What follows belongs to an exercise in optimizing a design on an open flow for small area; a production flow would make more cautious choices. Only simulation tests tie the RTL to the original design; equivalence was not proved. The flow treats the clock pin as an ideal source. Dropping or thinning the clock tree relies on that and would not hold on a real chip.

===== design/flow/design.v =====
module sqrt_u32 (
    input  wire        clk,
    input  wire        rst_n,
    input  wire        valid_in,
    input  wire [31:0] data_i,
    output wire        valid_out,
    output wire [15:0] data_o
);
    reg [1:0] v;
    always @(posedge clk or negedge rst_n)
        if (!rst_n) v <= 2'd0;
        else v <= {v[0], valid_in};
    assign valid_out = v[1];
    wire [9:0] r9_d;
    reg  [9:0] r9_q;
    wire [8:0] q9_d;
    reg  [8:0] q9_q;
    wire [13:0] x9_d;
    reg  [13:0] x9_q;
    always @(posedge clk) begin
        r9_q <= r9_d;
        q9_q <= q9_d;
        x9_q <= x9_d;
    end
    wire [13:0] r13_d;
    reg  [13:0] r13_q;
    wire [12:0] q13_d;
    reg  [12:0] q13_q;
    wire [5:0] x13_d;
    reg  [5:0] x13_q;
    always @(posedge clk) begin
        r13_q <= r13_d;
        q13_q <= q13_d;
        x13_q <= x13_d;
    end
    sqrt_seg0 u_seg0 (.x0(data_i), .r9(r9_d), .q9(q9_d), .x9(x9_d));
    sqrt_seg1 u_seg1 (.r9(r9_q), .q9(q9_q), .x9(x9_q), .r13(r13_d), .q13(q13_d), .x13(x13_d));
    sqrt_seg2 u_seg2 (.r13(r13_q), .q13(q13_q), .x13(x13_q), .q16(data_o));
endmodule
module sqrt_seg0 (
    input  wire [31:0] x0,
    output wire [9:0] r9,
    output wire [8:0] q9,
    output wire [13:0] x9
);
    wire [1:0] t0 = x0[31:30];
    wire [1:0] d0 = t0 - 2'd1;
    wire ge0 = |t0;
    wire [1:0] r1 = ge0 ? d0[1:0] : t0[1:0];
    wire [29:0] x1 = x0[29:0];
    wire [0:0] q1 = ge0;
    wire [3:0] t1 = {r1, x1[29:28]};
    wire [3:0] n1 = {1'b1, ~q1, 2'b10};
    wire [4:0] c1;
    wire [3:0] d1;
    assign c1[0] = 1'b1;
    assign d1[0] = t1[0] ^ n1[0] ^ c1[0];
    assign c1[1] = (t1[0] & n1[0]) | (t1[0] & c1[0]) | (n1[0] & c1[0]);
    assign d1[1] = t1[1] ^ n1[1] ^ c1[1];
    assign c1[2] = (t1[1] & n1[1]) | (t1[1] & c1[1]) | (n1[1] & c1[1]);
    assign d1[2] = t1[2] ^ n1[2] ^ c1[2];
    assign c1[3] = (t1[2] & n1[2]) | (t1[2] & c1[2]) | (n1[2] & c1[2]);
    assign d1[3] = t1[3] ^ n1[3] ^ c1[3];
    assign c1[4] = (t1[3] & n1[3]) | (t1[3] & c1[3]) | (n1[3] & c1[3]);
    wire ge1 = c1[4];
    wire [2:0] r2 = t1[2:0] ^ ({3{ge1}} & (n1[2:0] ^ c1[2:0]));
    wire [27:0] x2 = x1[27:0];
    wire [1:0] q2 = {q1, ge1};
    wire [4:0] t2 = {r2, x2[27:26]};
    wire [4:0] n2 = {1'b1, ~q2, 2'b10};
    wire [5:0] c2;
    wire [4:0] d2;
    assign c2[0] = 1'b1;
    assign d2[0] = t2[0] ^ n2[0] ^ c2[0];
    assign c2[1] = (t2[0] & n2[0]) | (t2[0] & c2[0]) | (n2[0] & c2[0]);
    assign d2[1] = t2[1] ^ n2[1] ^ c2[1];
    assign c2[2] = (t2[1] & n2[1]) | (t2[1] & c2[1]) | (n2[1] & c2[1]);
    assign d2[2] = t2[2] ^ n2[2] ^ c2[2];
    assign c2[3] = (t2[2] & n2[2]) | (t2[2] & c2[2]) | (n2[2] & c2[2]);
    assign d2[3] = t2[3] ^ n2[3] ^ c2[3];
    assign c2[4] = (t2[3] & n2[3]) | (t2[3] & c2[3]) | (n2[3] & c2[3]);
    assign d2[4] = t2[4] ^ n2[4] ^ c2[4];
    assign c2[5] = (t2[4] & n2[4]) | (t2[4] & c2[4]) | (n2[4] & c2[4]);
    wire ge2 = c2[5];
    wire [3:0] r3 = t2[3:0] ^ ({4{ge2}} & (n2[3:0] ^ c2[3:0]));
    wire [25:0] x3 = x2[25:0];
    wire [2:0] q3 = {q2, ge2};
    wire [5:0] t3 = {r3, x3[25:24]};
    wire [5:0] n3 = {1'b1, ~q3, 2'b10};
    wire [6:0] c3;
    wire [5:0] d3;
    assign c3[0] = 1'b1;
    assign d3[0] = t3[0] ^ n3[0] ^ c3[0];
    assign c3[1] = (t3[0] & n3[0]) | (t3[0] & c3[0]) | (n3[0] & c3[0]);
    assign d3[1] = t3[1] ^ n3[1] ^ c3[1];
    assign c3[2] = (t3[1] & n3[1]) | (t3[1] & c3[1]) | (n3[1] & c3[1]);
    assign d3[2] = t3[2] ^ n3[2] ^ c3[2];
    assign c3[3] = (t3[2] & n3[2]) | (t3[2] & c3[2]) | (n3[2] & c3[2]);
    assign d3[3] = t3[3] ^ n3[3] ^ c3[3];
    assign c3[4] = (t3[3] & n3[3]) | (t3[3] & c3[3]) | (n3[3] & c3[3]);
    assign d3[4] = t3[4] ^ n3[4] ^ c3[4];
    assign c3[5] = (t3[4] & n3[4]) | (t3[4] & c3[4]) | (n3[4] & c3[4]);
    assign d3[5] = t3[5] ^ n3[5] ^ c3[5];
    assign c3[6] = (t3[5] & n3[5]) | (t3[5] & c3[5]) | (n3[5] & c3[5]);
    wire ge3 = c3[6];
    wire [4:0] r4 = t3[4:0] ^ ({5{ge3}} & (n3[4:0] ^ c3[4:0]));
    wire [23:0] x4 = x3[23:0];
    wire [3:0] q4 = {q3, ge3};
    wire [6:0] t4 = {r4, x4[23:22]};
    wire [6:0] n4 = {1'b1, ~q4, 2'b10};
    wire [7:0] c4;
    wire [6:0] d4;
    assign c4[0] = 1'b1;
    assign d4[0] = t4[0] ^ n4[0] ^ c4[0];
    assign c4[1] = (t4[0] & n4[0]) | (t4[0] & c4[0]) | (n4[0] & c4[0]);
    assign d4[1] = t4[1] ^ n4[1] ^ c4[1];
    assign c4[2] = (t4[1] & n4[1]) | (t4[1] & c4[1]) | (n4[1] & c4[1]);
    assign d4[2] = t4[2] ^ n4[2] ^ c4[2];
    assign c4[3] = (t4[2] & n4[2]) | (t4[2] & c4[2]) | (n4[2] & c4[2]);
    assign d4[3] = t4[3] ^ n4[3] ^ c4[3];
    assign c4[4] = (t4[3] & n4[3]) | (t4[3] & c4[3]) | (n4[3] & c4[3]);
    assign d4[4] = t4[4] ^ n4[4] ^ c4[4];
    assign c4[5] = (t4[4] & n4[4]) | (t4[4] & c4[4]) | (n4[4] & c4[4]);
    assign d4[5] = t4[5] ^ n4[5] ^ c4[5];
    assign c4[6] = (t4[5] & n4[5]) | (t4[5] & c4[5]) | (n4[5] & c4[5]);
    assign d4[6] = t4[6] ^ n4[6] ^ c4[6];
    assign c4[7] = (t4[6] & n4[6]) | (t4[6] & c4[6]) | (n4[6] & c4[6]);
    wire ge4 = c4[7];
    wire [5:0] r5 = t4[5:0] ^ ({6{ge4}} & (n4[5:0] ^ c4[5:0]));
    wire [21:0] x5 = x4[21:0];
    wire [4:0] q5 = {q4, ge4};
    wire [7:0] t5 = {r5, x5[21:20]};
    wire [7:0] n5 = {1'b1, ~q5, 2'b10};
    wire [8:0] c5;
    wire [7:0] d5;
    assign c5[0] = 1'b1;
    assign d5[0] = t5[0] ^ n5[0] ^ c5[0];
    assign c5[1] = (t5[0] & n5[0]) | (t5[0] & c5[0]) | (n5[0] & c5[0]);
    assign d5[1] = t5[1] ^ n5[1] ^ c5[1];
    assign c5[2] = (t5[1] & n5[1]) | (t5[1] & c5[1]) | (n5[1] & c5[1]);
    assign d5[2] = t5[2] ^ n5[2] ^ c5[2];
    assign c5[3] = (t5[2] & n5[2]) | (t5[2] & c5[2]) | (n5[2] & c5[2]);
    assign d5[3] = t5[3] ^ n5[3] ^ c5[3];
    assign c5[4] = (t5[3] & n5[3]) | (t5[3] & c5[3]) | (n5[3] & c5[3]);
    assign d5[4] = t5[4] ^ n5[4] ^ c5[4];
    assign c5[5] = (t5[4] & n5[4]) | (t5[4] & c5[4]) | (n5[4] & c5[4]);
    assign d5[5] = t5[5] ^ n5[5] ^ c5[5];
    assign c5[6] = (t5[5] & n5[5]) | (t5[5] & c5[5]) | (n5[5] & c5[5]);
    assign d5[6] = t5[6] ^ n5[6] ^ c5[6];
    assign c5[7] = (t5[6] & n5[6]) | (t5[6] & c5[6]) | (n5[6] & c5[6]);
    assign d5[7] = t5[7] ^ n5[7] ^ c5[7];
    assign c5[8] = (t5[7] & n5[7]) | (t5[7] & c5[7]) | (n5[7] & c5[7]);
    wire ge5 = c5[8];
    wire [6:0] r6 = t5[6:0] ^ ({7{ge5}} & (n5[6:0] ^ c5[6:0]));
    wire [19:0] x6 = x5[19:0];
    wire [5:0] q6 = {q5, ge5};
    wire [8:0] t6 = {r6, x6[19:18]};
    wire [8:0] n6 = {1'b1, ~q6, 2'b10};
    wire [9:0] c6;
    wire [8:0] d6;
    assign c6[0] = 1'b1;
    assign d6[0] = t6[0] ^ n6[0] ^ c6[0];
    assign c6[1] = (t6[0] & n6[0]) | (t6[0] & c6[0]) | (n6[0] & c6[0]);
    assign d6[1] = t6[1] ^ n6[1] ^ c6[1];
    assign c6[2] = (t6[1] & n6[1]) | (t6[1] & c6[1]) | (n6[1] & c6[1]);
    assign d6[2] = t6[2] ^ n6[2] ^ c6[2];
    assign c6[3] = (t6[2] & n6[2]) | (t6[2] & c6[2]) | (n6[2] & c6[2]);
    assign d6[3] = t6[3] ^ n6[3] ^ c6[3];
    assign c6[4] = (t6[3] & n6[3]) | (t6[3] & c6[3]) | (n6[3] & c6[3]);
    assign d6[4] = t6[4] ^ n6[4] ^ c6[4];
    assign c6[5] = (t6[4] & n6[4]) | (t6[4] & c6[4]) | (n6[4] & c6[4]);
    assign d6[5] = t6[5] ^ n6[5] ^ c6[5];
    assign c6[6] = (t6[5] & n6[5]) | (t6[5] & c6[5]) | (n6[5] & c6[5]);
    assign d6[6] = t6[6] ^ n6[6] ^ c6[6];
    assign c6[7] = (t6[6] & n6[6]) | (t6[6] & c6[6]) | (n6[6] & c6[6]);
    assign d6[7] = t6[7] ^ n6[7] ^ c6[7];
    assign c6[8] = (t6[7] & n6[7]) | (t6[7] & c6[7]) | (n6[7] & c6[7]);
    assign d6[8] = t6[8] ^ n6[8] ^ c6[8];
    assign c6[9] = (t6[8] & n6[8]) | (t6[8] & c6[8]) | (n6[8] & c6[8]);
    wire ge6 = c6[9];
    wire [7:0] r7 = t6[7:0] ^ ({8{ge6}} & (n6[7:0] ^ c6[7:0]));
    wire [17:0] x7 = x6[17:0];
    wire [6:0] q7 = {q6, ge6};
    wire [9:0] t7 = {r7, x7[17:16]};
    wire [9:0] n7 = {1'b1, ~q7, 2'b10};
    wire [10:0] c7;
    wire [9:0] d7;
    assign c7[0] = 1'b1;
    assign d7[0] = t7[0] ^ n7[0] ^ c7[0];
    assign c7[1] = (t7[0] & n7[0]) | (t7[0] & c7[0]) | (n7[0] & c7[0]);
    assign d7[1] = t7[1] ^ n7[1] ^ c7[1];
    assign c7[2] = (t7[1] & n7[1]) | (t7[1] & c7[1]) | (n7[1] & c7[1]);
    assign d7[2] = t7[2] ^ n7[2] ^ c7[2];
    assign c7[3] = (t7[2] & n7[2]) | (t7[2] & c7[2]) | (n7[2] & c7[2]);
    assign d7[3] = t7[3] ^ n7[3] ^ c7[3];
    assign c7[4] = (t7[3] & n7[3]) | (t7[3] & c7[3]) | (n7[3] & c7[3]);
    assign d7[4] = t7[4] ^ n7[4] ^ c7[4];
    assign c7[5] = (t7[4] & n7[4]) | (t7[4] & c7[4]) | (n7[4] & c7[4]);
    assign d7[5] = t7[5] ^ n7[5] ^ c7[5];
    assign c7[6] = (t7[5] & n7[5]) | (t7[5] & c7[5]) | (n7[5] & c7[5]);
    assign d7[6] = t7[6] ^ n7[6] ^ c7[6];
    assign c7[7] = (t7[6] & n7[6]) | (t7[6] & c7[6]) | (n7[6] & c7[6]);
    assign d7[7] = t7[7] ^ n7[7] ^ c7[7];
    assign c7[8] = (t7[7] & n7[7]) | (t7[7] & c7[7]) | (n7[7] & c7[7]);
    assign d7[8] = t7[8] ^ n7[8] ^ c7[8];
    assign c7[9] = (t7[8] & n7[8]) | (t7[8] & c7[8]) | (n7[8] & c7[8]);
    assign d7[9] = t7[9] ^ n7[9] ^ c7[9];
    assign c7[10] = (t7[9] & n7[9]) | (t7[9] & c7[9]) | (n7[9] & c7[9]);
    wire ge7 = c7[10];
    wire [8:0] r8 = t7[8:0] ^ ({9{ge7}} & (n7[8:0] ^ c7[8:0]));
    wire [15:0] x8 = x7[15:0];
    wire [7:0] q8 = {q7, ge7};
    wire [10:0] t8 = {r8, x8[15:14]};
    wire [10:0] n8 = {1'b1, ~q8, 2'b10};
    wire [11:0] c8;
    wire [10:0] d8;
    assign c8[0] = 1'b1;
    assign d8[0] = t8[0] ^ n8[0] ^ c8[0];
    assign c8[1] = (t8[0] & n8[0]) | (t8[0] & c8[0]) | (n8[0] & c8[0]);
    assign d8[1] = t8[1] ^ n8[1] ^ c8[1];
    assign c8[2] = (t8[1] & n8[1]) | (t8[1] & c8[1]) | (n8[1] & c8[1]);
    assign d8[2] = t8[2] ^ n8[2] ^ c8[2];
    assign c8[3] = (t8[2] & n8[2]) | (t8[2] & c8[2]) | (n8[2] & c8[2]);
    assign d8[3] = t8[3] ^ n8[3] ^ c8[3];
    assign c8[4] = (t8[3] & n8[3]) | (t8[3] & c8[3]) | (n8[3] & c8[3]);
    assign d8[4] = t8[4] ^ n8[4] ^ c8[4];
    assign c8[5] = (t8[4] & n8[4]) | (t8[4] & c8[4]) | (n8[4] & c8[4]);
    assign d8[5] = t8[5] ^ n8[5] ^ c8[5];
    assign c8[6] = (t8[5] & n8[5]) | (t8[5] & c8[5]) | (n8[5] & c8[5]);
    assign d8[6] = t8[6] ^ n8[6] ^ c8[6];
    assign c8[7] = (t8[6] & n8[6]) | (t8[6] & c8[6]) | (n8[6] & c8[6]);
    assign d8[7] = t8[7] ^ n8[7] ^ c8[7];
    assign c8[8] = (t8[7] & n8[7]) | (t8[7] & c8[7]) | (n8[7] & c8[7]);
    assign d8[8] = t8[8] ^ n8[8] ^ c8[8];
    assign c8[9] = (t8[8] & n8[8]) | (t8[8] & c8[8]) | (n8[8] & c8[8]);
    assign d8[9] = t8[9] ^ n8[9] ^ c8[9];
    assign c8[10] = (t8[9] & n8[9]) | (t8[9] & c8[9]) | (n8[9] & c8[9]);
    assign d8[10] = t8[10] ^ n8[10] ^ c8[10];
    assign c8[11] = (t8[10] & n8[10]) | (t8[10] & c8[10]) | (n8[10] & c8[10]);
    wire ge8 = c8[11];
    assign r9 = ge8 ? d8[9:0] : t8[9:0];
    assign x9 = x8[13:0];
    assign q9 = {q8, ge8};
endmodule
module sqrt_seg1 (
    input  wire [9:0] r9,
    input  wire [8:0] q9,
    input  wire [13:0] x9,
    output wire [13:0] r13,
    output wire [12:0] q13,
    output wire [5:0] x13
);
    wire [11:0] t9 = {r9, x9[13:12]};
    wire [11:0] n9 = {1'b1, ~q9, 2'b10};
    wire [12:0] c9;
    wire [11:0] d9;
    assign c9[0] = 1'b1;
    assign d9[0] = t9[0] ^ n9[0] ^ c9[0];
    assign c9[1] = (t9[0] & n9[0]) | (t9[0] & c9[0]) | (n9[0] & c9[0]);
    assign d9[1] = t9[1] ^ n9[1] ^ c9[1];
    assign c9[2] = (t9[1] & n9[1]) | (t9[1] & c9[1]) | (n9[1] & c9[1]);
    assign d9[2] = t9[2] ^ n9[2] ^ c9[2];
    assign c9[3] = (t9[2] & n9[2]) | (t9[2] & c9[2]) | (n9[2] & c9[2]);
    assign d9[3] = t9[3] ^ n9[3] ^ c9[3];
    assign c9[4] = (t9[3] & n9[3]) | (t9[3] & c9[3]) | (n9[3] & c9[3]);
    assign d9[4] = t9[4] ^ n9[4] ^ c9[4];
    assign c9[5] = (t9[4] & n9[4]) | (t9[4] & c9[4]) | (n9[4] & c9[4]);
    assign d9[5] = t9[5] ^ n9[5] ^ c9[5];
    assign c9[6] = (t9[5] & n9[5]) | (t9[5] & c9[5]) | (n9[5] & c9[5]);
    assign d9[6] = t9[6] ^ n9[6] ^ c9[6];
    assign c9[7] = (t9[6] & n9[6]) | (t9[6] & c9[6]) | (n9[6] & c9[6]);
    assign d9[7] = t9[7] ^ n9[7] ^ c9[7];
    assign c9[8] = (t9[7] & n9[7]) | (t9[7] & c9[7]) | (n9[7] & c9[7]);
    assign d9[8] = t9[8] ^ n9[8] ^ c9[8];
    assign c9[9] = (t9[8] & n9[8]) | (t9[8] & c9[8]) | (n9[8] & c9[8]);
    assign d9[9] = t9[9] ^ n9[9] ^ c9[9];
    assign c9[10] = (t9[9] & n9[9]) | (t9[9] & c9[9]) | (n9[9] & c9[9]);
    assign d9[10] = t9[10] ^ n9[10] ^ c9[10];
    assign c9[11] = (t9[10] & n9[10]) | (t9[10] & c9[10]) | (n9[10] & c9[10]);
    assign d9[11] = t9[11] ^ n9[11] ^ c9[11];
    assign c9[12] = (t9[11] & n9[11]) | (t9[11] & c9[11]) | (n9[11] & c9[11]);
    wire ge9 = c9[12];
    wire [10:0] r10 = ge9 ? d9[10:0] : t9[10:0];
    wire [11:0] x10 = x9[11:0];
    wire [9:0] q10 = {q9, ge9};
    wire [12:0] t10 = {r10, x10[11:10]};
    wire [12:0] n10 = {1'b1, ~q10, 2'b10};
    wire [13:0] c10;
    wire [12:0] d10;
    assign c10[0] = 1'b1;
    assign d10[0] = t10[0] ^ n10[0] ^ c10[0];
    assign c10[1] = (t10[0] & n10[0]) | (t10[0] & c10[0]) | (n10[0] & c10[0]);
    assign d10[1] = t10[1] ^ n10[1] ^ c10[1];
    assign c10[2] = (t10[1] & n10[1]) | (t10[1] & c10[1]) | (n10[1] & c10[1]);
    assign d10[2] = t10[2] ^ n10[2] ^ c10[2];
    assign c10[3] = (t10[2] & n10[2]) | (t10[2] & c10[2]) | (n10[2] & c10[2]);
    assign d10[3] = t10[3] ^ n10[3] ^ c10[3];
    assign c10[4] = (t10[3] & n10[3]) | (t10[3] & c10[3]) | (n10[3] & c10[3]);
    assign d10[4] = t10[4] ^ n10[4] ^ c10[4];
    assign c10[5] = (t10[4] & n10[4]) | (t10[4] & c10[4]) | (n10[4] & c10[4]);
    assign d10[5] = t10[5] ^ n10[5] ^ c10[5];
    assign c10[6] = (t10[5] & n10[5]) | (t10[5] & c10[5]) | (n10[5] & c10[5]);
    assign d10[6] = t10[6] ^ n10[6] ^ c10[6];
    assign c10[7] = (t10[6] & n10[6]) | (t10[6] & c10[6]) | (n10[6] & c10[6]);
    assign d10[7] = t10[7] ^ n10[7] ^ c10[7];
    assign c10[8] = (t10[7] & n10[7]) | (t10[7] & c10[7]) | (n10[7] & c10[7]);
    assign d10[8] = t10[8] ^ n10[8] ^ c10[8];
    assign c10[9] = (t10[8] & n10[8]) | (t10[8] & c10[8]) | (n10[8] & c10[8]);
    assign d10[9] = t10[9] ^ n10[9] ^ c10[9];
    assign c10[10] = (t10[9] & n10[9]) | (t10[9] & c10[9]) | (n10[9] & c10[9]);
    assign d10[10] = t10[10] ^ n10[10] ^ c10[10];
    assign c10[11] = (t10[10] & n10[10]) | (t10[10] & c10[10]) | (n10[10] & c10[10]);
    assign d10[11] = t10[11] ^ n10[11] ^ c10[11];
    assign c10[12] = (t10[11] & n10[11]) | (t10[11] & c10[11]) | (n10[11] & c10[11]);
    assign d10[12] = t10[12] ^ n10[12] ^ c10[12];
    assign c10[13] = (t10[12] & n10[12]) | (t10[12] & c10[12]) | (n10[12] & c10[12]);
    wire ge10 = c10[13];
    wire [11:0] r11 = t10[11:0] ^ ({12{ge10}} & (n10[11:0] ^ c10[11:0]));
    wire [9:0] x11 = x10[9:0];
    wire [10:0] q11 = {q10, ge10};
    wire [13:0] t11 = {r11, x11[9:8]};
    wire [13:0] n11 = {1'b1, ~q11, 2'b10};
    wire [14:0] c11;
    wire [13:0] d11;
    assign c11[0] = 1'b1;
    assign d11[0] = t11[0] ^ n11[0] ^ c11[0];
    assign c11[1] = (t11[0] & n11[0]) | (t11[0] & c11[0]) | (n11[0] & c11[0]);
    assign d11[1] = t11[1] ^ n11[1] ^ c11[1];
    assign c11[2] = (t11[1] & n11[1]) | (t11[1] & c11[1]) | (n11[1] & c11[1]);
    assign d11[2] = t11[2] ^ n11[2] ^ c11[2];
    assign c11[3] = (t11[2] & n11[2]) | (t11[2] & c11[2]) | (n11[2] & c11[2]);
    assign d11[3] = t11[3] ^ n11[3] ^ c11[3];
    assign c11[4] = (t11[3] & n11[3]) | (t11[3] & c11[3]) | (n11[3] & c11[3]);
    assign d11[4] = t11[4] ^ n11[4] ^ c11[4];
    assign c11[5] = (t11[4] & n11[4]) | (t11[4] & c11[4]) | (n11[4] & c11[4]);
    assign d11[5] = t11[5] ^ n11[5] ^ c11[5];
    assign c11[6] = (t11[5] & n11[5]) | (t11[5] & c11[5]) | (n11[5] & c11[5]);
    assign d11[6] = t11[6] ^ n11[6] ^ c11[6];
    assign c11[7] = (t11[6] & n11[6]) | (t11[6] & c11[6]) | (n11[6] & c11[6]);
    assign d11[7] = t11[7] ^ n11[7] ^ c11[7];
    assign c11[8] = (t11[7] & n11[7]) | (t11[7] & c11[7]) | (n11[7] & c11[7]);
    assign d11[8] = t11[8] ^ n11[8] ^ c11[8];
    assign c11[9] = (t11[8] & n11[8]) | (t11[8] & c11[8]) | (n11[8] & c11[8]);
    assign d11[9] = t11[9] ^ n11[9] ^ c11[9];
    assign c11[10] = (t11[9] & n11[9]) | (t11[9] & c11[9]) | (n11[9] & c11[9]);
    assign d11[10] = t11[10] ^ n11[10] ^ c11[10];
    assign c11[11] = (t11[10] & n11[10]) | (t11[10] & c11[10]) | (n11[10] & c11[10]);
    assign d11[11] = t11[11] ^ n11[11] ^ c11[11];
    assign c11[12] = (t11[11] & n11[11]) | (t11[11] & c11[11]) | (n11[11] & c11[11]);
    assign d11[12] = t11[12] ^ n11[12] ^ c11[12];
    assign c11[13] = (t11[12] & n11[12]) | (t11[12] & c11[12]) | (n11[12] & c11[12]);
    assign d11[13] = t11[13] ^ n11[13] ^ c11[13];
    assign c11[14] = (t11[13] & n11[13]) | (t11[13] & c11[13]) | (n11[13] & c11[13]);
    wire ge11 = c11[14];
    wire [12:0] r12 = t11[12:0] ^ ({13{ge11}} & (n11[12:0] ^ c11[12:0]));
    wire [7:0] x12 = x11[7:0];
    wire [11:0] q12 = {q11, ge11};
    wire [14:0] t12 = {r12, x12[7:6]};
    wire [14:0] n12 = {1'b1, ~q12, 2'b10};
    wire [15:0] c12;
    wire [14:0] d12;
    assign c12[0] = 1'b1;
    assign d12[0] = t12[0] ^ n12[0] ^ c12[0];
    assign c12[1] = (t12[0] & n12[0]) | (t12[0] & c12[0]) | (n12[0] & c12[0]);
    assign d12[1] = t12[1] ^ n12[1] ^ c12[1];
    assign c12[2] = (t12[1] & n12[1]) | (t12[1] & c12[1]) | (n12[1] & c12[1]);
    assign d12[2] = t12[2] ^ n12[2] ^ c12[2];
    assign c12[3] = (t12[2] & n12[2]) | (t12[2] & c12[2]) | (n12[2] & c12[2]);
    assign d12[3] = t12[3] ^ n12[3] ^ c12[3];
    assign c12[4] = (t12[3] & n12[3]) | (t12[3] & c12[3]) | (n12[3] & c12[3]);
    assign d12[4] = t12[4] ^ n12[4] ^ c12[4];
    assign c12[5] = (t12[4] & n12[4]) | (t12[4] & c12[4]) | (n12[4] & c12[4]);
    assign d12[5] = t12[5] ^ n12[5] ^ c12[5];
    assign c12[6] = (t12[5] & n12[5]) | (t12[5] & c12[5]) | (n12[5] & c12[5]);
    assign d12[6] = t12[6] ^ n12[6] ^ c12[6];
    assign c12[7] = (t12[6] & n12[6]) | (t12[6] & c12[6]) | (n12[6] & c12[6]);
    assign d12[7] = t12[7] ^ n12[7] ^ c12[7];
    assign c12[8] = (t12[7] & n12[7]) | (t12[7] & c12[7]) | (n12[7] & c12[7]);
    assign d12[8] = t12[8] ^ n12[8] ^ c12[8];
    assign c12[9] = (t12[8] & n12[8]) | (t12[8] & c12[8]) | (n12[8] & c12[8]);
    assign d12[9] = t12[9] ^ n12[9] ^ c12[9];
    assign c12[10] = (t12[9] & n12[9]) | (t12[9] & c12[9]) | (n12[9] & c12[9]);
    assign d12[10] = t12[10] ^ n12[10] ^ c12[10];
    assign c12[11] = (t12[10] & n12[10]) | (t12[10] & c12[10]) | (n12[10] & c12[10]);
    assign d12[11] = t12[11] ^ n12[11] ^ c12[11];
    assign c12[12] = (t12[11] & n12[11]) | (t12[11] & c12[11]) | (n12[11] & c12[11]);
    assign d12[12] = t12[12] ^ n12[12] ^ c12[12];
    assign c12[13] = (t12[12] & n12[12]) | (t12[12] & c12[12]) | (n12[12] & c12[12]);
    assign d12[13] = t12[13] ^ n12[13] ^ c12[13];
    assign c12[14] = (t12[13] & n12[13]) | (t12[13] & c12[13]) | (n12[13] & c12[13]);
    assign d12[14] = t12[14] ^ n12[14] ^ c12[14];
    assign c12[15] = (t12[14] & n12[14]) | (t12[14] & c12[14]) | (n12[14] & c12[14]);
    wire ge12 = c12[15];
    assign r13 = t12[13:0] ^ ({14{ge12}} & (n12[13:0] ^ c12[13:0]));
    assign x13 = x12[5:0];
    assign q13 = {q12, ge12};
endmodule
module sqrt_seg2 (
    input  wire [13:0] r13,
    input  wire [12:0] q13,
    input  wire [5:0] x13,
    output wire [15:0] q16
);
    wire [15:0] t13 = {r13, x13[5:4]};
    wire [15:0] n13 = {1'b1, ~q13, 2'b10};
    wire [16:0] c13;
    wire [15:0] d13;
    assign c13[0] = 1'b1;
    assign d13[0] = t13[0] ^ n13[0] ^ c13[0];
    assign c13[1] = (t13[0] & n13[0]) | (t13[0] & c13[0]) | (n13[0] & c13[0]);
    assign d13[1] = t13[1] ^ n13[1] ^ c13[1];
    assign c13[2] = (t13[1] & n13[1]) | (t13[1] & c13[1]) | (n13[1] & c13[1]);
    assign d13[2] = t13[2] ^ n13[2] ^ c13[2];
    assign c13[3] = (t13[2] & n13[2]) | (t13[2] & c13[2]) | (n13[2] & c13[2]);
    assign d13[3] = t13[3] ^ n13[3] ^ c13[3];
    assign c13[4] = (t13[3] & n13[3]) | (t13[3] & c13[3]) | (n13[3] & c13[3]);
    assign d13[4] = t13[4] ^ n13[4] ^ c13[4];
    assign c13[5] = (t13[4] & n13[4]) | (t13[4] & c13[4]) | (n13[4] & c13[4]);
    assign d13[5] = t13[5] ^ n13[5] ^ c13[5];
    assign c13[6] = (t13[5] & n13[5]) | (t13[5] & c13[5]) | (n13[5] & c13[5]);
    assign d13[6] = t13[6] ^ n13[6] ^ c13[6];
    assign c13[7] = (t13[6] & n13[6]) | (t13[6] & c13[6]) | (n13[6] & c13[6]);
    assign d13[7] = t13[7] ^ n13[7] ^ c13[7];
    assign c13[8] = (t13[7] & n13[7]) | (t13[7] & c13[7]) | (n13[7] & c13[7]);
    assign d13[8] = t13[8] ^ n13[8] ^ c13[8];
    assign c13[9] = (t13[8] & n13[8]) | (t13[8] & c13[8]) | (n13[8] & c13[8]);
    assign d13[9] = t13[9] ^ n13[9] ^ c13[9];
    assign c13[10] = (t13[9] & n13[9]) | (t13[9] & c13[9]) | (n13[9] & c13[9]);
    assign d13[10] = t13[10] ^ n13[10] ^ c13[10];
    assign c13[11] = (t13[10] & n13[10]) | (t13[10] & c13[10]) | (n13[10] & c13[10]);
    assign d13[11] = t13[11] ^ n13[11] ^ c13[11];
    assign c13[12] = (t13[11] & n13[11]) | (t13[11] & c13[11]) | (n13[11] & c13[11]);
    assign d13[12] = t13[12] ^ n13[12] ^ c13[12];
    assign c13[13] = (t13[12] & n13[12]) | (t13[12] & c13[12]) | (n13[12] & c13[12]);
    assign d13[13] = t13[13] ^ n13[13] ^ c13[13];
    assign c13[14] = (t13[13] & n13[13]) | (t13[13] & c13[13]) | (n13[13] & c13[13]);
    assign d13[14] = t13[14] ^ n13[14] ^ c13[14];
    assign c13[15] = (t13[14] & n13[14]) | (t13[14] & c13[14]) | (n13[14] & c13[14]);
    assign d13[15] = t13[15] ^ n13[15] ^ c13[15];
    assign c13[16] = (t13[15] & n13[15]) | (t13[15] & c13[15]) | (n13[15] & c13[15]);
    wire ge13 = c13[16];
    wire [14:0] r14 = ge13 ? d13[14:0] : t13[14:0];
    wire [3:0] x14 = x13[3:0];
    wire [13:0] q14 = {q13, ge13};
    wire [16:0] t14 = {r14, x14[3:2]};
    wire [16:0] n14 = {1'b1, ~q14, 2'b10};
    wire [17:0] c14;
    wire [16:0] d14;
    assign c14[0] = 1'b1;
    assign d14[0] = t14[0] ^ n14[0] ^ c14[0];
    assign c14[1] = (t14[0] & n14[0]) | (t14[0] & c14[0]) | (n14[0] & c14[0]);
    assign d14[1] = t14[1] ^ n14[1] ^ c14[1];
    assign c14[2] = (t14[1] & n14[1]) | (t14[1] & c14[1]) | (n14[1] & c14[1]);
    assign d14[2] = t14[2] ^ n14[2] ^ c14[2];
    assign c14[3] = (t14[2] & n14[2]) | (t14[2] & c14[2]) | (n14[2] & c14[2]);
    assign d14[3] = t14[3] ^ n14[3] ^ c14[3];
    assign c14[4] = (t14[3] & n14[3]) | (t14[3] & c14[3]) | (n14[3] & c14[3]);
    assign d14[4] = t14[4] ^ n14[4] ^ c14[4];
    assign c14[5] = (t14[4] & n14[4]) | (t14[4] & c14[4]) | (n14[4] & c14[4]);
    assign d14[5] = t14[5] ^ n14[5] ^ c14[5];
    assign c14[6] = (t14[5] & n14[5]) | (t14[5] & c14[5]) | (n14[5] & c14[5]);
    assign d14[6] = t14[6] ^ n14[6] ^ c14[6];
    assign c14[7] = (t14[6] & n14[6]) | (t14[6] & c14[6]) | (n14[6] & c14[6]);
    assign d14[7] = t14[7] ^ n14[7] ^ c14[7];
    assign c14[8] = (t14[7] & n14[7]) | (t14[7] & c14[7]) | (n14[7] & c14[7]);
    assign d14[8] = t14[8] ^ n14[8] ^ c14[8];
    assign c14[9] = (t14[8] & n14[8]) | (t14[8] & c14[8]) | (n14[8] & c14[8]);
    assign d14[9] = t14[9] ^ n14[9] ^ c14[9];
    assign c14[10] = (t14[9] & n14[9]) | (t14[9] & c14[9]) | (n14[9] & c14[9]);
    assign d14[10] = t14[10] ^ n14[10] ^ c14[10];
    assign c14[11] = (t14[10] & n14[10]) | (t14[10] & c14[10]) | (n14[10] & c14[10]);
    assign d14[11] = t14[11] ^ n14[11] ^ c14[11];
    assign c14[12] = (t14[11] & n14[11]) | (t14[11] & c14[11]) | (n14[11] & c14[11]);
    assign d14[12] = t14[12] ^ n14[12] ^ c14[12];
    assign c14[13] = (t14[12] & n14[12]) | (t14[12] & c14[12]) | (n14[12] & c14[12]);
    assign d14[13] = t14[13] ^ n14[13] ^ c14[13];
    assign c14[14] = (t14[13] & n14[13]) | (t14[13] & c14[13]) | (n14[13] & c14[13]);
    assign d14[14] = t14[14] ^ n14[14] ^ c14[14];
    assign c14[15] = (t14[14] & n14[14]) | (t14[14] & c14[14]) | (n14[14] & c14[14]);
    assign d14[15] = t14[15] ^ n14[15] ^ c14[15];
    assign c14[16] = (t14[15] & n14[15]) | (t14[15] & c14[15]) | (n14[15] & c14[15]);
    assign d14[16] = t14[16] ^ n14[16] ^ c14[16];
    assign c14[17] = (t14[16] & n14[16]) | (t14[16] & c14[16]) | (n14[16] & c14[16]);
    wire ge14 = c14[17];
    wire [17:0] a1_a = {d14[15:0], x14[1:0]};
    wire [17:0] a1_n = ~({1'b0, q14, 3'b101});
    wire [18:0] a1_c;
    assign a1_c[0] = 1'b1;
    assign a1_c[1] = (a1_a[0] & a1_n[0]) | (a1_a[0] & a1_c[0]) | (a1_n[0] & a1_c[0]);
    assign a1_c[2] = (a1_a[1] & a1_n[1]) | (a1_a[1] & a1_c[1]) | (a1_n[1] & a1_c[1]);
    assign a1_c[3] = (a1_a[2] & a1_n[2]) | (a1_a[2] & a1_c[2]) | (a1_n[2] & a1_c[2]);
    assign a1_c[4] = (a1_a[3] & a1_n[3]) | (a1_a[3] & a1_c[3]) | (a1_n[3] & a1_c[3]);
    assign a1_c[5] = (a1_a[4] & a1_n[4]) | (a1_a[4] & a1_c[4]) | (a1_n[4] & a1_c[4]);
    assign a1_c[6] = (a1_a[5] & a1_n[5]) | (a1_a[5] & a1_c[5]) | (a1_n[5] & a1_c[5]);
    assign a1_c[7] = (a1_a[6] & a1_n[6]) | (a1_a[6] & a1_c[6]) | (a1_n[6] & a1_c[6]);
    assign a1_c[8] = (a1_a[7] & a1_n[7]) | (a1_a[7] & a1_c[7]) | (a1_n[7] & a1_c[7]);
    assign a1_c[9] = (a1_a[8] & a1_n[8]) | (a1_a[8] & a1_c[8]) | (a1_n[8] & a1_c[8]);
    assign a1_c[10] = (a1_a[9] & a1_n[9]) | (a1_a[9] & a1_c[9]) | (a1_n[9] & a1_c[9]);
    assign a1_c[11] = (a1_a[10] & a1_n[10]) | (a1_a[10] & a1_c[10]) | (a1_n[10] & a1_c[10]);
    assign a1_c[12] = (a1_a[11] & a1_n[11]) | (a1_a[11] & a1_c[11]) | (a1_n[11] & a1_c[11]);
    assign a1_c[13] = (a1_a[12] & a1_n[12]) | (a1_a[12] & a1_c[12]) | (a1_n[12] & a1_c[12]);
    assign a1_c[14] = (a1_a[13] & a1_n[13]) | (a1_a[13] & a1_c[13]) | (a1_n[13] & a1_c[13]);
    assign a1_c[15] = (a1_a[14] & a1_n[14]) | (a1_a[14] & a1_c[14]) | (a1_n[14] & a1_c[14]);
    assign a1_c[16] = (a1_a[15] & a1_n[15]) | (a1_a[15] & a1_c[15]) | (a1_n[15] & a1_c[15]);
    assign a1_c[17] = (a1_a[16] & a1_n[16]) | (a1_a[16] & a1_c[16]) | (a1_n[16] & a1_c[16]);
    assign a1_c[18] = (a1_a[17] & a1_n[17]) | (a1_a[17] & a1_c[17]) | (a1_n[17] & a1_c[17]);
    wire a1 = a1_c[18];
    wire [17:0] a0_a = {t14[15:0], x14[1:0]};
    wire [17:0] a0_n = ~({1'b0, q14, 3'b001});
    wire [18:0] a0_c;
    assign a0_c[0] = 1'b1;
    assign a0_c[1] = (a0_a[0] & a0_n[0]) | (a0_a[0] & a0_c[0]) | (a0_n[0] & a0_c[0]);
    assign a0_c[2] = (a0_a[1] & a0_n[1]) | (a0_a[1] & a0_c[1]) | (a0_n[1] & a0_c[1]);
    assign a0_c[3] = (a0_a[2] & a0_n[2]) | (a0_a[2] & a0_c[2]) | (a0_n[2] & a0_c[2]);
    assign a0_c[4] = (a0_a[3] & a0_n[3]) | (a0_a[3] & a0_c[3]) | (a0_n[3] & a0_c[3]);
    assign a0_c[5] = (a0_a[4] & a0_n[4]) | (a0_a[4] & a0_c[4]) | (a0_n[4] & a0_c[4]);
    assign a0_c[6] = (a0_a[5] & a0_n[5]) | (a0_a[5] & a0_c[5]) | (a0_n[5] & a0_c[5]);
    assign a0_c[7] = (a0_a[6] & a0_n[6]) | (a0_a[6] & a0_c[6]) | (a0_n[6] & a0_c[6]);
    assign a0_c[8] = (a0_a[7] & a0_n[7]) | (a0_a[7] & a0_c[7]) | (a0_n[7] & a0_c[7]);
    assign a0_c[9] = (a0_a[8] & a0_n[8]) | (a0_a[8] & a0_c[8]) | (a0_n[8] & a0_c[8]);
    assign a0_c[10] = (a0_a[9] & a0_n[9]) | (a0_a[9] & a0_c[9]) | (a0_n[9] & a0_c[9]);
    assign a0_c[11] = (a0_a[10] & a0_n[10]) | (a0_a[10] & a0_c[10]) | (a0_n[10] & a0_c[10]);
    assign a0_c[12] = (a0_a[11] & a0_n[11]) | (a0_a[11] & a0_c[11]) | (a0_n[11] & a0_c[11]);
    assign a0_c[13] = (a0_a[12] & a0_n[12]) | (a0_a[12] & a0_c[12]) | (a0_n[12] & a0_c[12]);
    assign a0_c[14] = (a0_a[13] & a0_n[13]) | (a0_a[13] & a0_c[13]) | (a0_n[13] & a0_c[13]);
    assign a0_c[15] = (a0_a[14] & a0_n[14]) | (a0_a[14] & a0_c[14]) | (a0_n[14] & a0_c[14]);
    assign a0_c[16] = (a0_a[15] & a0_n[15]) | (a0_a[15] & a0_c[15]) | (a0_n[15] & a0_c[15]);
    assign a0_c[17] = (a0_a[16] & a0_n[16]) | (a0_a[16] & a0_c[16]) | (a0_n[16] & a0_c[16]);
    assign a0_c[18] = (a0_a[17] & a0_n[17]) | (a0_a[17] & a0_c[17]) | (a0_n[17] & a0_c[17]);
    wire a0 = a0_c[18];
    wire ge15 = ge14 ? a1 : a0;
    assign q16 = {q14, ge14, ge15};
endmodule

===== design/flow/config.mk =====
export PLATFORM = sky130hd
export DESIGN_NAME = sqrt_u32
export DESIGN_NICKNAME = sqrt_u32
export VERILOG_FILES = /design/flow/design.v
export SDC_FILE = /design/flow/constraint.sdc
export NUM_CORES = 4
export LEC_CHECK = 0
export ABC_AREA = 1
export CAP_MARGIN = 20
export CORE_MARGIN = 2
export CORE_UTILIZATION = 55
export CTS_BUF_LIST = sky130_fd_sc_hd__clkbuf_8
export GPL_TIMING_DRIVEN = 0
export PLACE_DENSITY = 0.65
export SETUP_SLACK_MARGIN = -0.77
export SLEW_MARGIN = 20

===== design/flow/flow/merge_clk.tcl =====
# Merge clock-tree leaf buffers: CTS builds an H-tree whose leaves drive at most 15 registers
# each; this moves the registers of nearby leaves onto one buffer until at most
# MERGE_CLK_LEAVES leaves remain, and deletes the emptied buffers.
proc merge_clk_leaves { target } {
  set block [ord::get_db_block]
  set leaves {}
  foreach inst [$block getInsts] {
    set m [[$inst getMaster] getName]
    if { ![string match "sky130_fd_sc_hd__clkbuf_*" $m] } { continue }
    set out [$inst findITerm X]
    set net [$out getNet]
    if { $net == "NULL" } { continue }
    set drives_ff 0
    foreach it [$net getITerms] {
      if { [[$it getMTerm] getName] eq "CLK" } { set drives_ff 1 }
    }
    if { $drives_ff } { lappend leaves $inst }
  }
  puts "merge_clk: [llength $leaves] leaf buffers"
  while { [llength $leaves] > $target } {
    set best {}
    set bestd 1e30
    for { set i 0 } { $i < [llength $leaves] } { incr i } {
      for { set j [expr {$i + 1}] } { $j < [llength $leaves] } { incr j } {
        set a [lindex $leaves $i]; set b [lindex $leaves $j]
        set pa [$a getLocation]; set pb [$b getLocation]
        set d [expr {abs([lindex $pa 0] - [lindex $pb 0]) + abs([lindex $pa 1] - [lindex $pb 1])}]
        if { $d < $bestd } { set bestd $d; set best [list $i $j] }
      }
    }
    set a [lindex $leaves [lindex $best 0]]
    set b [lindex $leaves [lindex $best 1]]
    set anet [[$a findITerm X] getNet]
    set bnet [[$b findITerm X] getNet]
    foreach it [$bnet getITerms] {
      if { [$it getInst] == $b } { continue }
      $it disconnect
      $it connect $anet
    }
    foreach it [$b getITerms] { if { [$it getNet] != "NULL" } { $it disconnect } }
    odb::dbInst_destroy $b
    if { [llength [$bnet getITerms]] == 0 && [llength [$bnet getBTerms]] == 0 } { odb::dbNet_destroy $bnet }
    set leaves [lreplace $leaves [lindex $best 1] [lindex $best 1]]
  }
  puts "merge_clk: [llength $leaves] leaf buffers left"
}
merge_clk_leaves 5

===== design/flow/standard.sh =====
#!/bin/bash
# synth_recipe.tcl (not shown) runs the flow's synth.tcl, then flattens the netlist and writes it again
# the make line also repeats each setting of config.mk as NAME=value (left out here)
make -C /OpenROAD-flow-scripts/flow DESIGN_CONFIG=/design/flow/config.mk WORK_HOME=/design/flow/orfs CLKGATE_MAP_FILE= SYNTH_SCRIPT=/design/flow/synth_recipe.tcl "${@:-finish}"

===== design/flow/flow/abc_per_module.tcl =====
# Sourced by synth_abc.tcl in place of ORFS's single abc call: each pipeline-stage module gets
# its own ABC script (MY_ABC_MOD is "module script ..."), then the top module (registers only)
# gets ORFS's script.
foreach {mod scr} $::env(MY_ABC_MOD) {
  log_cmd abc {*}[lreplace $abc_args 1 1 $scr] $mod
}
log_cmd abc {*}$abc_args $::env(DESIGN_NAME)

===== design/flow/constraint.sdc =====
create_clock -name core_clock -period 9.0 [get_ports {clk}]
set_input_delay 1.8000 -clock core_clock [delete_from_list [all_inputs] [get_ports {clk}]]
set_output_delay 1.8000 -clock core_clock [all_outputs]
set_load 0.01 [all_outputs]

===== design/flow/flow/s11.abc =====
strash
dc2
dch -f
map -a
topo
stime -c
buffer -c
upsize -c
dnsize -c

===== design/flow/flow/u3.abc =====
strash
dc2
dch -f
map -B 0.9
topo
stime -c
buffer -c
dnsize -c

===== design/flow/flow/run.sh =====
#!/bin/bash
# Standard layout (standard.sh) with its own logic mapping:
# - synthesis keeps the pipeline-stage modules apart until after ABC (SYNTH_HIERARCHICAL=1)
#   and maps each with its own ABC script (flow/*.abc), so a stage with timing to spare is
#   mapped for area and one without is mapped for speed; the standard flow's synthesis script then
#   flattens the design as usual (no pass-through buffers: SYNTH_INSBUF=0). The registers all
#   sit in the top module, as in the RTL.
# - Yosys's full-adder extraction is skipped (ADDER_MAP_FILE empty), so ABC maps the carry
#   chains itself.
# - input and output ports get the smallest buffer (buf_1).
export BUFFER_PORTS_ARGS="-buffer_cell sky130_fd_sc_hd__buf_1"
# - clock tree without dummy loads.
export CTS_ARGS="-sink_clustering_enable -repair_clock_nets -buf_list sky130_fd_sc_hd__clkbuf_8 -dont_use_dummy_load"
# - after clock tree synthesis, registers of nearby clock-tree leaf buffers are moved onto one
#   buffer until 5 leaf buffers remain (flow/merge_clk.tcl, ORFS's POST_CTS_TCL hook).
# - timing repair uses only these moves: sizeup,swap,buffer.
export SETUP_MOVE_SEQUENCE="sizeup,swap,buffer"
set -euo pipefail
here=$(pwd)
sed 's|^\(\s*\)log_cmd abc {\*}$abc_args|\1source $::env(MY_ABC_TCL)|' \
  "$FLOW_HOME/scripts/synth.tcl" > "$here/synth_abc.tcl"
grep -q 'MY_ABC_TCL' "$here/synth_abc.tcl"
sed "s|\$::env(SCRIPTS_DIR)/synth.tcl|$here/synth_abc.tcl|" synth_recipe.tcl > "$here/synth_recipe_abc.tcl"
grep -q synth_abc.tcl "$here/synth_recipe_abc.tcl"
sed "s|SYNTH_SCRIPT=[^ ]*|SYNTH_SCRIPT=$here/synth_recipe_abc.tcl|" standard.sh > "$here/standard_abc.sh"
export POST_CTS_TCL="$here/flow/merge_clk.tcl"
export ADDER_MAP_FILE=
export SYNTH_HIERARCHICAL=1
export SYNTH_INSBUF=0
export MY_ABC_TCL="$here/flow/abc_per_module.tcl"
export MY_ABC_MOD=" sqrt_seg0 $here/flow/u3.abc sqrt_seg1 $here/flow/u3.abc sqrt_seg2 $here/flow/s11.abc"
bash "$here/standard_abc.sh" > standard.log 2>&1

==> results of run 1 <==
Yosys stat by module, one instance, submodules excluded:
module | copies in the design | cells inside | flops+latches
sqrt_seg1 | 1 | 376 | 0
sqrt_seg0 | 1 | 324 | 0
sqrt_u32 | 1 | 68 | 68
sqrt_seg2 | 1 | 275 | 0
cells in the mapped netlist, drive strengths merged, types with 10 or more instances:
cell type and number:
nor3 10, xor2 40, xnor2 37, nand2 476, or2 10, o21ai 53
nand4 10, inv 119, nor2 36, nand3 124, dfxtp 66, a21oi 17
per-layer routing:
layer	up-vias	global-route usage	routed length, um
li1	3453	-	-
met1	2702	0.267	6030
met2	48	0.449	6790
met3	9	0.0277	198
met4	0	0.0485	126
met5	-	0	0
metrics by stage:
stage / TNS [ns]
finish: 0
global placement: -12.59
global route: -18.33
floorplan: 0
detailed placement: -12.46
final timing paths:
kind,from,end,slack [ns]
worst min register to register,x9_q[4],x13_q[4],0.34
max in group asynchronous,rst_n,v[1],7.66
worst min-delay path,x9_q[4],x13_q[4],0.34
worst max register to register,q9_q[1],r13_q[7],0.66
worst max-delay path,data_i[28],r9_q[8],0.27
min in group asynchronous,rst_n,v[0],1.21
kinds of logic after synthesis:
kind of cell,after synthesis,synth area share
AO/OA/AOI/OAI,89,0.0878
adder cells (fa/ha/maj),6,0.0110
flip-flops,68,0.228
XOR/XNOR,77,0.114
AND/OR/NAND/NOR,674,0.476
buffers and inverters,128,0.0813
multiplexers,1,0.00167
worst reg2reg max path: cells and delay by family (launching register included):
| kind | cells | cell delay, ns |
|---|---|---|
| simple gates | 76 | 7.24 |
| flops | 1 | 0.36 |
| xor+xnor | 1 | 0.17 |
| buf+inv | 3 | 0.42 |
state kept, by name (all words and copies together) (netlist names):
register	count
q13_q	13
q9_q	9
r13_q	14
r9_q	10
v	2
x13_q	6
x9_q	14
area by class of cell:
type                    count  area [um^2]
clock buffers               6         82.6
fillers                  1162         4120
flip-flops and latches     68         1370
inverters                 119          449
plain buffers               9         50.0
repair buffers             60          260
well taps                 140          175
multi-input cells         847         4240
==> results.txt, run 1 <==
* Wirelength per Cell at 10.5 um
* Crit path kind: input pin to flip-flop
* Die area at 11800 um^2
* Flops & latches, synth at 68
* DRC violations left at 0
* Core region area at between 10000 and 15000 um^2
* Worst path depth at 72
* Antenna Nets Post-Route at 0
* Max cap viols at 0
* Setup violators final at 0
* Final min period at between 8 and 9 ns
* Worst Tran Pin Value at around 0.48 ns
* Register area share after synthesis at 0.228
* Net count reported at finish at 1146
* Crit. End Element: flip-flop
* Crit-path most repeated cell: nand2_1
* Max Fclk at 0.115 GHz
* Dominant cell type by area after synthesis: nand2_1
* Crit-path slowest cell: xor2_1
* IO Count at 52
* Fin. Hold Viols at 0
* CTS clk-pin slew, worst paths at roughly 0.11 ns
* Diodes inserted at 0
* Post-route cell area at 6630 um^2
* Share of cells above drive strength 1 at 0.0766
* Gpl congestion at a little under 0.9
* Starting Density at 0.559
* Final design utilization at 0.617
* Worst hold slack at 0.338 ns
* Synth area leaders: nand2_1, dfxtp_1, nand3_1
* First-pass GRT wire length at 22500 um
* Via count at 6212
* Clock skew at 0.0488 ns
* Die width at 108 um
* WP buf/inv at 5
* Hold path depth at 0
* Number of synthesized flops with an enable pin at 0
* Final Slew Violations at 0
* Gr ovfl total at 0
* Area post-placement at about 6400 um^2
* Prevailing post-synth register cell: dfxtp_1
* Avg Inst Size Synth at between 5 and 6 um^2
* Initial antenna violation count at 0
* Iteration-0 DRC Markers at roughly 260
* Top cell type's share of synthesized area at 0.288
* Final worst slack at about 0.27 ns
* Area growth syn-to-layout at 10.4%
* Dpl hpwl at 11100 um
* Top delay family on crit path: simple AND/OR/NAND/NOR gates
* CTS Sinks at 68
* Rel. slew slack at 0.679
* Ys async rst share at 0.0294
* Post-Syn Area at 6000 um^2
* Req. time, crit path at 9.23 ns
* Reg2reg path depth at 80
* Final WL at approximately 13000 um
* # rows at 38
* Placement Setup Slack at -1.23 ns
* Cells after DPL at 1234
* Chip height at 108 um
* Synth warn at 7
* Commonest non-fill, non-tap cells in the layout: nand2_1, nand3_1, inv_1
* I/O Buffers at 51
* Syn_nets at 1078
* Worst-path maximum fanout at 10
* Crit path DAT at ~9.0 ns
* Unique cell type count in the Yosys netlist at 41
* GRT Util Overall at 0.231
* Finished Layout Cells at 1249
* Crit-path max cell delay at approximately 0.18 ns
* Cells after Synth at ~1000
* Vias per cell at 4.97
* Vias in the first global route at 5429
* Most common cell after layout, fill and taps aside: nand2_1
* Status: complete, no violations
* Startpoint class of the critical path: input pin
* Largest net degree at the start of global routing at 23
* Pre-antenna DRT Iters at 5
* Final period util at 0.970
* Clock latency (worst-skew pair) at between 0.3 and 0.4 ns
* Tightest Hold Check Type: flip-flop to flip-flop
==> inputs of run 2 (changes only) <==
--- a/design/flow/design.v
+++ b/design/flow/design.v
@@ -63,7 +63,7 @@
     assign d1[3] = t1[3] ^ n1[3] ^ c1[3];
     assign c1[4] = (t1[3] & n1[3]) | (t1[3] & c1[3]) | (n1[3] & c1[3]);
     wire ge1 = c1[4];
-    wire [2:0] r2 = t1[2:0] ^ ({3{ge1}} & (n1[2:0] ^ c1[2:0]));
+    wire [2:0] r2 = ge1 ? d1[2:0] : t1[2:0];
     wire [27:0] x2 = x1[27:0];
     wire [1:0] q2 = {q1, ge1};
     wire [4:0] t2 = {r2, x2[27:26]};
@@ -82,7 +82,7 @@
     assign d2[4] = t2[4] ^ n2[4] ^ c2[4];
     assign c2[5] = (t2[4] & n2[4]) | (t2[4] & c2[4]) | (n2[4] & c2[4]);
     wire ge2 = c2[5];
-    wire [3:0] r3 = t2[3:0] ^ ({4{ge2}} & (n2[3:0] ^ c2[3:0]));
+    wire [3:0] r3 = ge2 ? d2[3:0] : t2[3:0];
     wire [25:0] x3 = x2[25:0];
     wire [2:0] q3 = {q2, ge2};
     wire [5:0] t3 = {r3, x3[25:24]};
@@ -103,7 +103,7 @@
     assign d3[5] = t3[5] ^ n3[5] ^ c3[5];
     assign c3[6] = (t3[5] & n3[5]) | (t3[5] & c3[5]) | (n3[5] & c3[5]);
     wire ge3 = c3[6];
-    wire [4:0] r4 = t3[4:0] ^ ({5{ge3}} & (n3[4:0] ^ c3[4:0]));
+    wire [4:0] r4 = ge3 ? d3[4:0] : t3[4:0];
     wire [23:0] x4 = x3[23:0];
     wire [3:0] q4 = {q3, ge3};
     wire [6:0] t4 = {r4, x4[23:22]};
@@ -126,7 +126,7 @@
     assign d4[6] = t4[6] ^ n4[6] ^ c4[6];
     assign c4[7] = (t4[6] & n4[6]) | (t4[6] & c4[6]) | (n4[6] & c4[6]);
     wire ge4 = c4[7];
-    wire [5:0] r5 = t4[5:0] ^ ({6{ge4}} & (n4[5:0] ^ c4[5:0]));
+    wire [5:0] r5 = ge4 ? d4[5:0] : t4[5:0];
     wire [21:0] x5 = x4[21:0];
     wire [4:0] q5 = {q4, ge4};
     wire [7:0] t5 = {r5, x5[21:20]};
@@ -151,7 +151,7 @@
     assign d5[7] = t5[7] ^ n5[7] ^ c5[7];
     assign c5[8] = (t5[7] & n5[7]) | (t5[7] & c5[7]) | (n5[7] & c5[7]);
     wire ge5 = c5[8];
-    wire [6:0] r6 = t5[6:0] ^ ({7{ge5}} & (n5[6:0] ^ c5[6:0]));
+    wire [6:0] r6 = ge5 ? d5[6:0] : t5[6:0];
     wire [19:0] x6 = x5[19:0];
     wire [5:0] q6 = {q5, ge5};
     wire [8:0] t6 = {r6, x6[19:18]};
@@ -178,7 +178,7 @@
     assign d6[8] = t6[8] ^ n6[8] ^ c6[8];
     assign c6[9] = (t6[8] & n6[8]) | (t6[8] & c6[8]) | (n6[8] & c6[8]);
     wire ge6 = c6[9];
-    wire [7:0] r7 = t6[7:0] ^ ({8{ge6}} & (n6[7:0] ^ c6[7:0]));
+    wire [7:0] r7 = ge6 ? d6[7:0] : t6[7:0];
     wire [17:0] x7 = x6[17:0];
     wire [6:0] q7 = {q6, ge6};
     wire [9:0] t7 = {r7, x7[17:16]};
@@ -207,7 +207,7 @@
     assign d7[9] = t7[9] ^ n7[9] ^ c7[9];
     assign c7[10] = (t7[9] & n7[9]) | (t7[9] & c7[9]) | (n7[9] & c7[9]);
     wire ge7 = c7[10];
-    wire [8:0] r8 = t7[8:0] ^ ({9{ge7}} & (n7[8:0] ^ c7[8:0]));
+    wire [8:0] r8 = ge7 ? d7[8:0] : t7[8:0];
     wire [15:0] x8 = x7[15:0];
     wire [7:0] q8 = {q7, ge7};
     wire [10:0] t8 = {r8, x8[15:14]};
--- a/design/flow/flow/run.sh
+++ b/design/flow/flow/run.sh
@@ -28,5 +28,5 @@
 export SYNTH_HIERARCHICAL=1
 export SYNTH_INSBUF=0
 export MY_ABC_TCL="$here/flow/abc_per_module.tcl"
-export MY_ABC_MOD=" sqrt_seg0 $here/flow/u3.abc sqrt_seg1 $here/flow/u3.abc sqrt_seg2 $here/flow/s11.abc"
+export MY_ABC_MOD=" sqrt_seg0 $here/flow/t6.abc sqrt_seg1 $here/flow/u3.abc sqrt_seg2 $here/flow/s11.abc"
 bash "$here/standard_abc.sh" > standard.log 2>&1
==> design/flow/flow/t6.abc (new file) <==
strash
dc2
dch
map -B 0.9
topo
stime -c
buffer -c
dnsize -c
--- a/design/flow/config.mk
+++ b/design/flow/config.mk
@@ -12,5 +12,5 @@
 export CTS_BUF_LIST = sky130_fd_sc_hd__clkbuf_8
 export GPL_TIMING_DRIVEN = 0
 export PLACE_DENSITY = 0.65
-export SETUP_SLACK_MARGIN = -0.77
+export SETUP_SLACK_MARGIN = -0.55
 export SLEW_MARGIN = 20
==> run 2 against run 1 <==
Utilization grew 0.95 points. First-iteration DRC count rose by 50%. Register-to-register slack improved by 0.02 ns. Critical path depth down 9. Clock-buffer cell count is the same. Sequential cell count unchanged. Clock skew shrank 0.013 ns. Still clean on timing, DRC and antenna. Cell area is 3.3% higher. Maximum frequency rose by 1.4%.
==> results.txt, run 2 <==
* Post-Syn Area at about 6200 um^2
* Final WL at 13600 um
* Worst-path maximum fanout at 10
* Status: complete, no violations
* Chip height at around 110 um
* Startpoint class of the critical path: input pin
* Final Slew Violations at 0
* Core region area at 10900 um^2
* Diodes inserted at 0
* Rel. slew slack at 0.671
* Iteration-0 DRC Markers at 387
* Top cell type's share of synthesized area at 0.283
* Syn_nets at 1131
* Setup violators final at 0
* Ys async rst share at 0.0294
* Crit. End Element: flip-flop
* Crit-path slowest cell: or2_2
* Storage element area at 1380 um^2
* Max Fclk at 0.116 GHz
* Register area share after synthesis at 0.220
* Gr ovfl total at 0
* Vias per cell at 4.95
* Dpl hpwl at 11600 um
* Initial antenna violation count at 0
* Cells after DPL at 1287
* Compound-Gate Fraction of Synth Area at 0.104
* Fin. Hold Viols at 0
* Crit-path most repeated cell: nand2_1
* Crit-path max cell delay at 0.28 ns
* Synth warn at 7
* Max cap viols at 0
* Via count at around 6400
* Largest net degree at the start of global routing at 19
* GRT Util Overall at 0.234
* CTS Sinks at 68
* Multi-input gate area at between 4000 and 5000 um^2
* Synth area leaders: nand2_1, dfxtp_1, nand3_1
* Prevailing post-synth register cell: dfxtp_1
* Most common cell after layout, fill and taps aside: nand2_1
* Placement Setup Slack at -0.755 ns
* Unique cell type count in the Yosys netlist at 45
* Clock skew at 0.0357 ns
* Flops & latches, synth at between 60 and 70
* Xor-xnor portion of the synthesized cell area at 0.112
* Area growth syn-to-layout at 9.75%
* Antenna Nets Post-Route at 0
* Share of cells above drive strength 1 at 0.0821
* Finished Layout Cells at 1297
* Avg Inst Size Synth at 5.69 um^2
* Gpl congestion at 0.838
* Crit path DAT at roughly 8.9 ns
* Worst Tran Pin Value at ~0.5 ns
* Largest family of logic cells by synthesized area: simple AND/OR/NAND/NOR gates
* Starting Density at 0.571
* Most frequent cell after synthesis: nand2_1
* Net count reported at finish at approximately 1200
* Cells after Synth at 1096
* Req. time, crit path at 9.24 ns
* CTS clk-pin slew, worst paths at about 0.10 ns
* Commonest non-fill, non-tap cells in the layout: nand2_1, nand3_1, inv_1
* First-pass GRT wire length at 24800 um
* I/O Buffers at 51
* # fillers at 1142
* Reg2reg path depth at 74
* Tightest Hold Check Type: flip-flop to flip-flop
* Post-Synth Simple-Gate Area at 0.463
* IO Count at between 50 and 60
* Most frequent cells after synthesis: nand2_1, nand3_1, inv_1
* Synth Area in Adders at 0.0106
* Wirelength per Cell at 10.5 um
* Final worst slack at 0.392 ns
* Crit path kind: input pin to flip-flop
* Die width at between 100 and 150 um
* Vias in the first global route at 5908
* Dominant cell type by area after synthesis: nand2_1
* Number of synthesized flops with an enable pin at 0
* Largest regs: r13_q: 14 flops, x9_q: 14 flops, q13_q: 13 flops
* Post-synthesis mux area share at 0.00160
* Pre-antenna DRT Iters at 4
* Clock latency (worst-skew pair) at 0.33 ns
* DRC violations left at 0
* Die area at 12200 um^2
* Hold path depth at 0
* # rows at 38
* Final min period at 8.61 ns
* Final period util at 0.956
## run 2: worst paths after layout
check / from / endpoint / slack [ns]
worst min register to register: x9_q[4] / x13_q[4] / 0.33
min in group asynchronous: rst_n / v[0] / 1.24
worst max-delay path: data_i[30] / r9_q[0] / 0.39
max in group asynchronous: rst_n / v[1] / 7.63
worst min-delay path: x9_q[4] / x13_q[4] / 0.33
worst max register to register: q9_q[1] / r13_q[12] / 0.68
## run 2: logic make-up (layout without fill, tap and decap cells)
| group | count (synthesis) | in the layout |
|---|---|---|
| and+or+nand+nor | 688 | 688 |
| buffers and inverters | 144 | 205 |
| AOI/OAI and AO/OA | 110 | 110 |
| xor gates and xnor gates | 79 | 79 |
| DFF | 68 | 68 |
| adders and majority gates | 6 | 6 |
| muxes | 1 | 1 |
## run 2: through the flow
| stage | hold WS (ns) | utilization | setup TNS [ns] | cell area, um^2 |
|---|---|---|---|---|
| 6_report | 0.330 | 0.626 | 0 | 6850 |
| 5_1_grt | 0.336 | 0.626 | -12.62 | 6850 |
| 3_5_place_dp | 0.312 | 0.604 | -6.06 | 6610 |
| 3_3_place_gp | 0.311 | 0.604 | -6.26 | 6610 |
| 2_1_floorplan | 0.310 | - | 0 | 6240 |
## run 2: layer usage
| layer | track usage | share of wire |
|---|---|---|
| met1 | 0.272 | 0.46 |
| met2 | 0.454 | 0.51 |
| met3 | 0.0274 | 0.018 |
| met4 | 0.0542 | 0.013 |
| met5 | 0 | 0 |
## run 2: final cells by class
class | count | area share
Multi-Input combinational cell | 884 | 0.642
Sequential cell | 68 | 0.201
Inverter | 128 | 0.0716
Timing Repair Buffer | 55 | 0.0325
Tap cell | 140 | 0.0256
Buffer | 16 | 0.0157
Clock buffer | 6 | 0.0121
## run 2: critical path: cells and delay by family
kind                   cells  cell delay, ns
buffers and inverters     16            2.08
AND/OR/NAND/NOR           43            4.47
AO/OA/AOI/OAI              4            0.51
## run 2: per-module statistics from Yosys (local to each module, per instance)
module     area [um^2]  copies in the design  cells
sqrt_seg0         1720                     1    377
sqrt_seg2         1440                     1    275
sqrt_u32          1370                     1     68
sqrt_seg1         1710                     1    376

==> port drivers added, routing unchanged <==
Ports are ideal in the flow. The routed layouts listed here were re-timed in OpenROAD. Step 1: set_driving_cell puts a clkbuf_16 on clk and a buf_2 on each other input, an assumption about the parent block. Step 2 also shifts input and output timing later by t, the mid clock arrival at the registers, as if the neighbouring blocks saw the same clock. Slacks: ideal / step 1 / step 2; pairs: ideal / step 1.
run | shift t [ns] | slack for setup (ns) | worst hold slack (ns) | slew at the worst register clock pin (ns) | cell pins on the clock port's net
run 1 | 0.350 | 0.268 / 0.278 / -0.072 | 0.338 / 0.338 / 0.338 | 0.11 / 0.11 | 1
run 2 | 0.350 | 0.392 / 0.403 / 0.053 | 0.330 / 0.330 / 0.330 | 0.10 / 0.10 | 1
Met with ideal ports but missed after step 2: setup timing in run 1. The setup slack of run 1, which loses most, moves by +0.010 ns with the drivers and by -0.340 ns with both steps.
